Source: an optimization exercise on an open RTL-to-GDS flow (aim: small area). Production flows keep margins and buffers that such runs may drop. The RTL was checked by simulation tests, not by an equivalence proof against the original design.

==> inputs of run a <==
==> flow/design.v (excerpt) <==
module ES_top(
    input wire clk_t,
    input wire clr_t,
    input wire [7:0] sw_t,
    input wire [1:0] dip_t,
    input wire [9:0] ad_data_t,
    output wire clk_1kHz_t,
    output wire [7:0] seg_left_t,
    output wire [7:0] seg_right_t,
    output wire [3:0] an_left_t,
    output wire [3:0] an_right_t,
    output wire [13:0] dac_sum_t,
    input wire btn_up_t,
    input wire btn_down_t,
    input wire [1:0] waveform_sel_t,
    input wire mode_sel_t
    );
    wire [12:0] e;
    wire [13:0] freq_bcd;
    wire [6:0] qn;
    wire duty_valid;
    wire [2:0] fine_step;
    wire [1:0] waveform_type;
    wire [7:0] dac_dds, dac_wave;
    freq_division u_freq_division(.clk(clk_t), .clr(clr_t), .e(e));
    assign clk_1kHz_t = ~e[3];
    freq_meter u_freq_meter(.clk(clk_t), .rst(clr_t), .adc_data(ad_data_t),
        .e(e), .freq_bcd(freq_bcd));
    duty_cycle_meter u_duty_cycle_meter(.clk(clk_t), .rst(clr_t),
        .adc_data(ad_data_t), .qn(qn), .duty_valid(duty_valid));
    dds_high_res u_dds_high_res(.clk(clk_t), .rst(clr_t), .freq_word(sw_t),
        .btn_up(btn_up_t), .btn_down(btn_down_t), .dac_hi(dac_dds),
        .fine_step(fine_step));
    waveform_generator u_waveform_gen(.clk(clk_t), .rst(clr_t),
        .freq_word(sw_t), .waveform_sel(waveform_sel_t), .dac_hi(dac_wave),
        .waveform_type(waveform_type));
    number u_number(.clk(clk_t), .rst(clr_t), .e(e), .sw(sw_t), .dip(dip_t),
        .fine_step(fine_step), .freq_bcd(freq_bcd), .qn(qn),
        .duty_valid(duty_valid), .waveform_type(waveform_type),
        .mode_sel(mode_sel_t), .seg_left(seg_left_t), .seg_right(seg_right_t),
        .an_left(an_left_t), .an_right(an_right_t));
    assign dac_sum_t = {mode_sel_t ? dac_wave : dac_dds, 6'b000000};
endmodule
Settings: LEC_CHECK=0, ABC_AREA=1, CAP_MARGIN=20, CORE_MARGIN=2, CORE_UTILIZATION=60, CTS_BUF_LIST=sky130_fd_sc_hd__clkbuf_8, SLEW_MARGIN=20; clock period 300.0 ns.
run.sh (not shown) runs the stock make flow with config.mk's settings and CLKGATE_MAP_FILE= SYNTH_SCRIPT=/design/flow/synth_recipe.tcl, a recipe that flattens the netlist after the stock synthesis.
==> run b: changes against run a <==
- CORE_UTILIZATION: 60 -> 40
- CTS_BUF_LIST: sky130_fd_sc_hd__clkbuf_8 -> unset
==> qor.csv <==
metric,value,unit
Starting Density,40.7,%
routed wire length on met3,1.11,mm
crit-path max FO,11,
Global Route met3 Usage,3.28,%
Non-Filler Instances,1831,
WL final,25.4,mm
die area,31600,µm²
post-placement cell area,13100,µm²
Row Count,63,
Via density,4.97,
outcome,finished clean,
fraction of area in multi-input gates,51.7,%
CTS clock-pin slew for the worst setup and hold paths,0.07,ns
-- figures above: run b

==> qor.csv <==
metric,value,unit
CTS clock-pin slew for the worst setup and hold paths,0.09,ns
Row Count,51,
Starting Density,61.7,%
worst setup margin,164.12,ns
post-placement cell area,12900,µm²
routed wire length on met3,1.27,mm
WL final,25.9,mm
outcome,finished clean,
die area,21300,µm²
Via density,5.42,
crit-path max FO,8,
-- figures above: run a


---

==> try-cedar <==
ES_top, a different RTL version from the one above (not shown whole).
==> flow/design.v (excerpt) <==
module ES_top(
    input wire clk_t,
    input wire clr_t,
    input wire [7:0] sw_t,
    input wire [1:0] dip_t,
    input wire [9:0] ad_data_t,
    output wire clk_1kHz_t,
    output wire [7:0] seg_left_t,
    output wire [7:0] seg_right_t,
    output wire [3:0] an_left_t,
    output wire [3:0] an_right_t,
    output wire [13:0] dac_sum_t,
    input wire btn_up_t,
    input wire btn_down_t,
    input wire [1:0] waveform_sel_t,
    input wire mode_sel_t
    );
==> module ES_top, before the edit <==
module ES_top(
    input wire clk_t,
    input wire clr_t,
    input wire [7:0] sw_t,
    input wire [1:0] dip_t,
    input wire [9:0] ad_data_t,
    output wire clk_1kHz_t,
    output wire [7:0] seg_left_t,
    output wire [7:0] seg_right_t,
    output wire [3:0] an_left_t,
    output wire [3:0] an_right_t,
    output wire [13:0] dac_sum_t,
    input wire btn_up_t,
    input wire btn_down_t,
    input wire [1:0] waveform_sel_t,
    input wire mode_sel_t
    );
    wire [12:0] e;
    wire [13:0] freq_bcd;
    wire fseen;
    wire [6:0] qn;
    wire duty_valid;
    wire [2:0] fine_step;
    wire [1:0] waveform_type;
    wire [7:0] dac_dds, dac_wave;
    wire [7:0] sw_d2;
    wire [1:0] start;
    freq_division u_freq_division(.clk(clk_t), .clr(clr_t), .e(e));
    assign clk_1kHz_t = ~e[3];
    freq_meter u_freq_meter(.clk(clk_t), .rst(clr_t), .adc_data(ad_data_t),
        .e(e), .freq_bcd(freq_bcd), .fseen(fseen));
    duty_cycle_meter u_duty_cycle_meter(.clk(clk_t), .rst(clr_t),
        .adc_data(ad_data_t), .qn(qn), .duty_valid(duty_valid));
    dds_high_res u_dds_high_res(.clk(clk_t), .rst(clr_t), .freq_word(sw_t),
        .btn_up(btn_up_t), .btn_down(btn_down_t), .dac_hi(dac_dds),
        .fine_step(fine_step), .sw_d2(sw_d2), .start(start));
    waveform_generator u_waveform_gen(.clk(clk_t), .rst(clr_t),
        .sw_d2(sw_d2), .start(start), .waveform_sel(waveform_sel_t), .dac_hi(dac_wave),
        .waveform_type(waveform_type));
    number u_number(.clk(clk_t), .rst(clr_t), .e(e), .sw(sw_t), .dip(dip_t),
        .fine_step(fine_step), .freq_bcd(freq_bcd), .fseen(fseen), .qn(qn),
        .duty_valid(duty_valid), .waveform_type(waveform_type),
        .mode_sel(mode_sel_t), .seg_left(seg_left_t), .seg_right(seg_right_t),
        .an_left(an_left_t), .an_right(an_right_t));
    assign dac_sum_t = {mode_sel_t ? dac_wave : dac_dds, 6'b000000};
endmodule
==> module number, before the edit <==
module number(
    input wire clk,
    input wire rst,
    input wire [12:0] e,
    input wire [7:0] sw,
    input wire [1:0] dip,
    input wire [2:0] fine_step,
    input wire [13:0] freq_bcd,
    input wire fseen,
    input wire [6:0] qn,                
    input wire duty_valid,
    input wire [1:0] waveform_type,
    input wire mode_sel,
    output wire [7:0] seg_left,
    output wire [7:0] seg_right,
    output wire [3:0] an_left,
    output wire [3:0] an_right
    );
    reg [6:0] duty_display;            
    always @(posedge clk or posedge rst) begin
        if (rst) duty_display <= 7'd99;
        else if ((e[3:0] == 4'hf) && duty_valid) duty_display <= qn;
    end
    wire k1, k2, b;
    wire [5:0] mh;
    hr_wrap u_wrap(.xh(sw[7:1]), .ml({sw[0], fine_step}), .k1(k1), .k2(k2), .b(b), .mh(mh));
    wire [27:0] i;
    hr_chain u_chain(.m({mh, sw[0], fine_step}), .i(i));
    display u_display(.e(e[6:4]), .dip(dip), .mode_sel(mode_sel), .i(i), .k1(k1), .k2(k2),
        .b(b), .freq_bcd(freq_bcd & {14{fseen}}), .duty_display(duty_display),
        .waveform_type(waveform_type), .seg_left(seg_left), .seg_right(seg_right),
        .an_left(an_left), .an_right(an_right));
endmodule
==> module freq_meter, before the edit <==
module freq_meter(
    input wire clk,
    input wire rst,
    input wire [9:0] adc_data,
    input wire [12:0] e,
    output reg [13:0] freq_bcd,     
    output reg fseen                
);
    reg sl_n;     
    reg sl;
    always @(posedge clk or posedge rst) begin
        if (rst) sl_n <= 1'b0;
        else if (adc_data >= 10'd522) sl_n <= 1'b1;
        else if (adc_data <= 10'd502) sl_n <= 1'b0;
    end
    always @(posedge clk) sl <= sl_n;
    wire win = (e >= 13'd2057) && (e <= 13'd6151);
    wire clear = (e[12:11] == 2'b00);
    wire load = (e == 13'd6159);
    wire cnt = win & sl_n & ~sl;
    function [4:0] dinc;         
        input [3:0] d;
        input c;
        reg co;
        begin
            co = c & d[3] & d[0];
            dinc[0] = d[0] ^ c;
            dinc[1] = (d[1] ^ (c & d[0])) & ~co;
            dinc[2] = d[2] ^ (c & d[0] & d[1]);
            dinc[3] = (d[3] ^ (c & d[0] & d[1] & d[2])) & ~co;
            dinc[4] = co;
        end
    endfunction
    reg [3:0] d0, d1, d2;
    reg [1:0] d3;
    wire [4:0] n0 = dinc(d0, cnt);
    wire [4:0] n1 = dinc(d1, n0[4]);
    wire [4:0] n2 = dinc(d2, n1[4]);
    wire [1:0] n3 = {d3[1] ^ (n2[4] & d3[0]), d3[0] ^ n2[4]};
    always @(posedge clk) begin
        if (clear) begin
            d0 <= 4'd0; d1 <= 4'd0; d2 <= 4'd0; d3 <= 2'd0;
        end else begin
            d0 <= n0[3:0]; d1 <= n1[3:0]; d2 <= n2[3:0]; d3 <= n3;
        end
    end
    always @(posedge clk) begin
        if (load) freq_bcd <= {d3, d2, d1, d0};
    end
    always @(posedge clk or posedge rst) begin
        if (rst) fseen <= 1'b0;
        else if (load) fseen <= 1'b1;
    end
endmodule
Settings: LEC_CHECK=0, ABC_AREA=1, CAP_MARGIN=20, CORE_MARGIN=2, CORE_UTILIZATION=60, SLEW_MARGIN=20; clock period 300.0 ns.
standard.sh (not shown) runs the stock make flow with config.mk's settings and CLKGATE_MAP_FILE= SYNTH_SCRIPT=/design/flow/synth_recipe.tcl, a recipe that flattens the netlist after the stock synthesis.
==> flow/flow/run.sh <==
#!/bin/bash
# Own layout flow: the standard layout (standard.sh, all steps) with
# these changes:
#  - synthesis: the standard flow's synthesis script, but ABC runs an area-oriented
#    script (flow/synth.tcl, flow/abc.script: &deepsyn, then amap) with no
#    delay target, and Yosys's full-adder extraction is off (ADDER_MAP_FILE
#    empty); the registers are the same as the standard synthesis's;
#  - no buffers inserted for pass-through wires in synthesis (SYNTH_INSBUF 0);
#  - every input and output port is buffered with buf_1;
#  - clock tree: clkbuf_8 buffers, no dummy loads.
# Each tool writes its log under orfs/logs/; make's own output goes to
# flow_make.log in the work folder.
set -euo pipefail
W=$(pwd)
bash "$W/standard.sh" \
  "SYNTH_SCRIPT=$W/flow/synth.tcl" \
  "ADDER_MAP_FILE=" \
  "SYNTH_INSBUF=0" \
  "BUFFER_PORTS_ARGS=-buffer_cell sky130_fd_sc_hd__buf_1" \
  "CTS_ARGS=-sink_clustering_enable -repair_clock_nets -buf_list sky130_fd_sc_hd__clkbuf_8 -dont_use_dummy_load" \
  finish > "$W/flow_make.log" 2>&1
==> flow/flow/abc.script <==
strash
&get -n
&deepsyn -S 1 -T 120
&put
dch
amap -F 4 -A 8
strash
&get -n
&deepsyn -T 60 -S 3
&put
dch
amap -F 4 -A 8
topo
==> flow/flow/synth.tcl <==
# The standard flow's synthesis script (synth_recipe.tcl) with one change: ABC runs the
# area script abc.script (beside this file) and gets no delay target.
proc synth {args} { yosys synth -nofsm -noshare {*}$args }
proc abc {args} {
  set i [lsearch -exact $args -script]
  if {$i >= 0} { set args [lreplace $args $i [expr {$i + 1}] -script $::own_abc_script] }
  set j [lsearch -exact $args -D]
  if {$j >= 0} { set args [lreplace $args $j [expr {$j + 1}]] }
  yosys abc {*}$args
}
set ::own_abc_script [file join [file dirname [file normalize [info script]]] abc.script]
source $::env(SCRIPTS_DIR)/synth.tcl
# left out here: clear keep_hierarchy, flatten, clean up, hide names made inside functions, write 1_2_yosys.v
==> try-quartz (differences from try-cedar) <==
--- a/flow/design.v
+++ b/flow/design.v
@@ -18,5 +18,4 @@
     wire [12:0] e;
     wire [13:0] freq_bcd;
-    wire fseen;
     wire [6:0] qn;
     wire duty_valid;
@@ -29,5 +28,5 @@
     assign clk_1kHz_t = ~e[3];
     freq_meter u_freq_meter(.clk(clk_t), .rst(clr_t), .adc_data(ad_data_t),
-        .e(e), .freq_bcd(freq_bcd), .fseen(fseen));
+        .e(e), .freq_bcd(freq_bcd));
     duty_cycle_meter u_duty_cycle_meter(.clk(clk_t), .rst(clr_t),
         .adc_data(ad_data_t), .qn(qn), .duty_valid(duty_valid));
@@ -39,5 +38,5 @@
         .waveform_type(waveform_type));
     number u_number(.clk(clk_t), .rst(clr_t), .e(e), .sw(sw_t), .dip(dip_t),
-        .fine_step(fine_step), .freq_bcd(freq_bcd), .fseen(fseen), .qn(qn),
+        .fine_step(fine_step), .freq_bcd(freq_bcd), .qn(qn),
         .duty_valid(duty_valid), .waveform_type(waveform_type),
         .mode_sel(mode_sel_t), .seg_left(seg_left_t), .seg_right(seg_right_t),
@@ -77,5 +76,4 @@
     input wire [2:0] fine_step,
     input wire [13:0] freq_bcd,
-    input wire fseen,
     input wire [6:0] qn,                
     input wire duty_valid,
@@ -98,5 +96,5 @@
     hr_chain u_chain(.m({mh, sw[0], fine_step}), .i(i));
     display u_display(.e(e[6:4]), .dip(dip), .mode_sel(mode_sel), .i(i), .k1(k1), .k2(k2),
-        .b(b), .freq_bcd(freq_bcd & {14{fseen}}), .duty_display(duty_display),
+        .b(b), .freq_bcd(freq_bcd), .duty_display(duty_display),
         .waveform_type(waveform_type), .seg_left(seg_left), .seg_right(seg_right),
         .an_left(an_left), .an_right(an_right));
@@ -307,6 +305,5 @@
     input wire [9:0] adc_data,
     input wire [12:0] e,
-    output reg [13:0] freq_bcd,     
-    output reg fseen                
+    output reg [13:0] freq_bcd      
 );
     reg sl_n;     
@@ -348,10 +345,7 @@
         end
     end
-    always @(posedge clk) begin
-        if (load) freq_bcd <= {d3, d2, d1, d0};
-    end
     always @(posedge clk or posedge rst) begin
-        if (rst) fseen <= 1'b0;
-        else if (load) fseen <= 1'b1;
+        if (rst) freq_bcd <= 14'd0;
+        else if (load) freq_bcd <= {d3, d2, d1, d0};
     end
 endmodule
--- a/flow/flow/run.sh
+++ b/flow/flow/run.sh
@@ -6,5 +6,4 @@
 #    delay target, and Yosys's full-adder extraction is off (ADDER_MAP_FILE
 #    empty); the registers are the same as the standard synthesis's;
-#  - no buffers inserted for pass-through wires in synthesis (SYNTH_INSBUF 0);
 #  - every input and output port is buffered with buf_1;
 #  - clock tree: clkbuf_8 buffers, no dummy loads.
@@ -16,6 +15,5 @@
   "SYNTH_SCRIPT=$W/flow/synth.tcl" \
   "ADDER_MAP_FILE=" \
-  "SYNTH_INSBUF=0" \
   "BUFFER_PORTS_ARGS=-buffer_cell sky130_fd_sc_hd__buf_1" \
-  "CTS_ARGS=-sink_clustering_enable -repair_clock_nets -buf_list sky130_fd_sc_hd__clkbuf_8 -dont_use_dummy_load" \
+  "CTS_ARGS=-sink_clustering_enable -repair_clock_nets -root_buf sky130_fd_sc_hd__clkbuf_16 -buf_list sky130_fd_sc_hd__clkbuf_8 -dont_use_dummy_load -sink_buffer_max_cap_derate 2.0" \
   finish > "$W/flow_make.log" 2>&1
==> flow/flow/abc.script (replaced) <==
strash
dch
amap -F 4 -A 8
topo
==> try-maple (differences from try-cedar) <==
--- a/flow/design.v
+++ b/flow/design.v
@@ -18,5 +18,4 @@
     wire [12:0] e;
     wire [13:0] freq_bcd;
-    wire fseen;
     wire [6:0] qn;
     wire duty_valid;
@@ -29,5 +28,5 @@
     assign clk_1kHz_t = ~e[3];
     freq_meter u_freq_meter(.clk(clk_t), .rst(clr_t), .adc_data(ad_data_t),
-        .e(e), .freq_bcd(freq_bcd), .fseen(fseen));
+        .e(e), .freq_bcd(freq_bcd));
     duty_cycle_meter u_duty_cycle_meter(.clk(clk_t), .rst(clr_t),
         .adc_data(ad_data_t), .qn(qn), .duty_valid(duty_valid));
@@ -39,5 +38,5 @@
         .waveform_type(waveform_type));
     number u_number(.clk(clk_t), .rst(clr_t), .e(e), .sw(sw_t), .dip(dip_t),
-        .fine_step(fine_step), .freq_bcd(freq_bcd), .fseen(fseen), .qn(qn),
+        .fine_step(fine_step), .freq_bcd(freq_bcd), .qn(qn),
         .duty_valid(duty_valid), .waveform_type(waveform_type),
         .mode_sel(mode_sel_t), .seg_left(seg_left_t), .seg_right(seg_right_t),
@@ -77,5 +76,4 @@
     input wire [2:0] fine_step,
     input wire [13:0] freq_bcd,
-    input wire fseen,
     input wire [6:0] qn,                
     input wire duty_valid,
@@ -98,5 +96,5 @@
     hr_chain u_chain(.m({mh, sw[0], fine_step}), .i(i));
     display u_display(.e(e[6:4]), .dip(dip), .mode_sel(mode_sel), .i(i), .k1(k1), .k2(k2),
-        .b(b), .freq_bcd(freq_bcd & {14{fseen}}), .duty_display(duty_display),
+        .b(b), .freq_bcd(freq_bcd), .duty_display(duty_display),
         .waveform_type(waveform_type), .seg_left(seg_left), .seg_right(seg_right),
         .an_left(an_left), .an_right(an_right));
@@ -307,6 +305,5 @@
     input wire [9:0] adc_data,
     input wire [12:0] e,
-    output reg [13:0] freq_bcd,     
-    output reg fseen                
+    output reg [13:0] freq_bcd      
 );
     reg sl_n;     
@@ -348,10 +345,7 @@
         end
     end
-    always @(posedge clk) begin
-        if (load) freq_bcd <= {d3, d2, d1, d0};
-    end
     always @(posedge clk or posedge rst) begin
-        if (rst) fseen <= 1'b0;
-        else if (load) fseen <= 1'b1;
+        if (rst) freq_bcd <= 14'd0;
+        else if (load) freq_bcd <= {d3, d2, d1, d0};
     end
 endmodule
==> flow/run.sh (new file) <==
#!/bin/bash
# synth_recipe.tcl (not shown) runs the flow's synth.tcl, then flattens the netlist and writes it again
# the make line also repeats each setting of config.mk as NAME=value (left out here)
make -C /OpenROAD-flow-scripts/flow DESIGN_CONFIG=/design/flow/config.mk WORK_HOME=/design/flow/orfs CLKGATE_MAP_FILE= SYNTH_SCRIPT=/design/flow/synth_recipe.tcl finish
Settings changed: CTS_BUF_LIST set to sky130_fd_sc_hd__clkbuf_8.
removed: flow/flow/run.sh
removed: flow/flow/abc.script
removed: flow/flow/synth.tcl
removed: flow/standard.sh
==> run notes <==
| quantity | try-cedar | try-maple | try-quartz |
|---|---|---|---|
| Run status | complete, no violations | complete, no violations | did not finish |
| Last stage reached | - | - | 4_1_cts |
| Cell repeated most along the worst path | sky130_fd_sc_hd__nor2_1 | sky130_fd_sc_hd__fa_1 | - |
| TritonCTS clock tree | yes | yes | - |
| Async set or reset register ratio after synthesis | 56.49% | 65.36% | 65.36% |
| Source-to-sink clock delay at the later pin of the worst-skew pair | 0.46 ns | 0.47 ns | - |
| Worst reg2reg path endpoint | u_duty_cycle_meter.x[7]$_DFFE_PP_ | u_duty_cycle_meter.x[18]$_DFFE_PP_ | - |
| Final Wtd Congestion | 0.9981 | 0.8921 | 0.9646 |
| Number of nets still failing antenna checks after routing | 0 | 0 | - |
| Min Clock Period, post-route | 129.92 ns | 135.38 ns | - |
| CP max stage delay | 0.46 ns | 0.66 ns | - |
| HPWL Detailed | 19720 µm | 19380 µm | 20430 µm |
| Number of nets in the layout | 1504 | 1662 | - |
| Fraction of area in multi-input gates | 50.38% | 53.62% | - |
| Worst-path maximum fanout | 7 | 9 | - |
| Setup TNS Final | 0 ns | 0 ns | - |
| Setup Skew | 0.04063 ns | 0.01539 ns | - |
| Cell kind with the greatest summed area | multi-input combinational cells | multi-input combinational cells | - |
| Total congestion overflow | 0 | 0 | - |

-- port drivers added, routing unchanged --
No port has a modelled driver above. Below, the same layouts with a new extraction and two added sets of constraints. Step 1, drivers: a clkbuf_16 drives clk_t and a buf_2 each remaining input, both assumed. Step 2 adds t to the input delays and takes it off the output delays; t is the mean of the earliest and latest rising clock arrival at the registers after step 1. Input paths then give back, and output paths get back, about the clock's delay inside the block. a / b / c = no drivers / after step 1 / after step 2; a / b = the first two.
run	shift t [ns]	slack for setup (ns)	worst slew at a driven data input, ns	pins driven straight from the clock port
run a	0.510	164.122 / 164.096 / 164.096	0.04	1
run b	0.479	164.300 / 164.268 / 164.268	0.05	1
try-cedar	0.477	170.078 / 170.056 / 170.056	0.04	1
try-maple	0.500	164.623 / 164.601 / 164.601	0.05	1
After both steps setup and hold are still met in every run listed. For run b, which loses most, drivers alone change the setup slack by -0.032 ns; drivers and shift together by -0.032 ns.
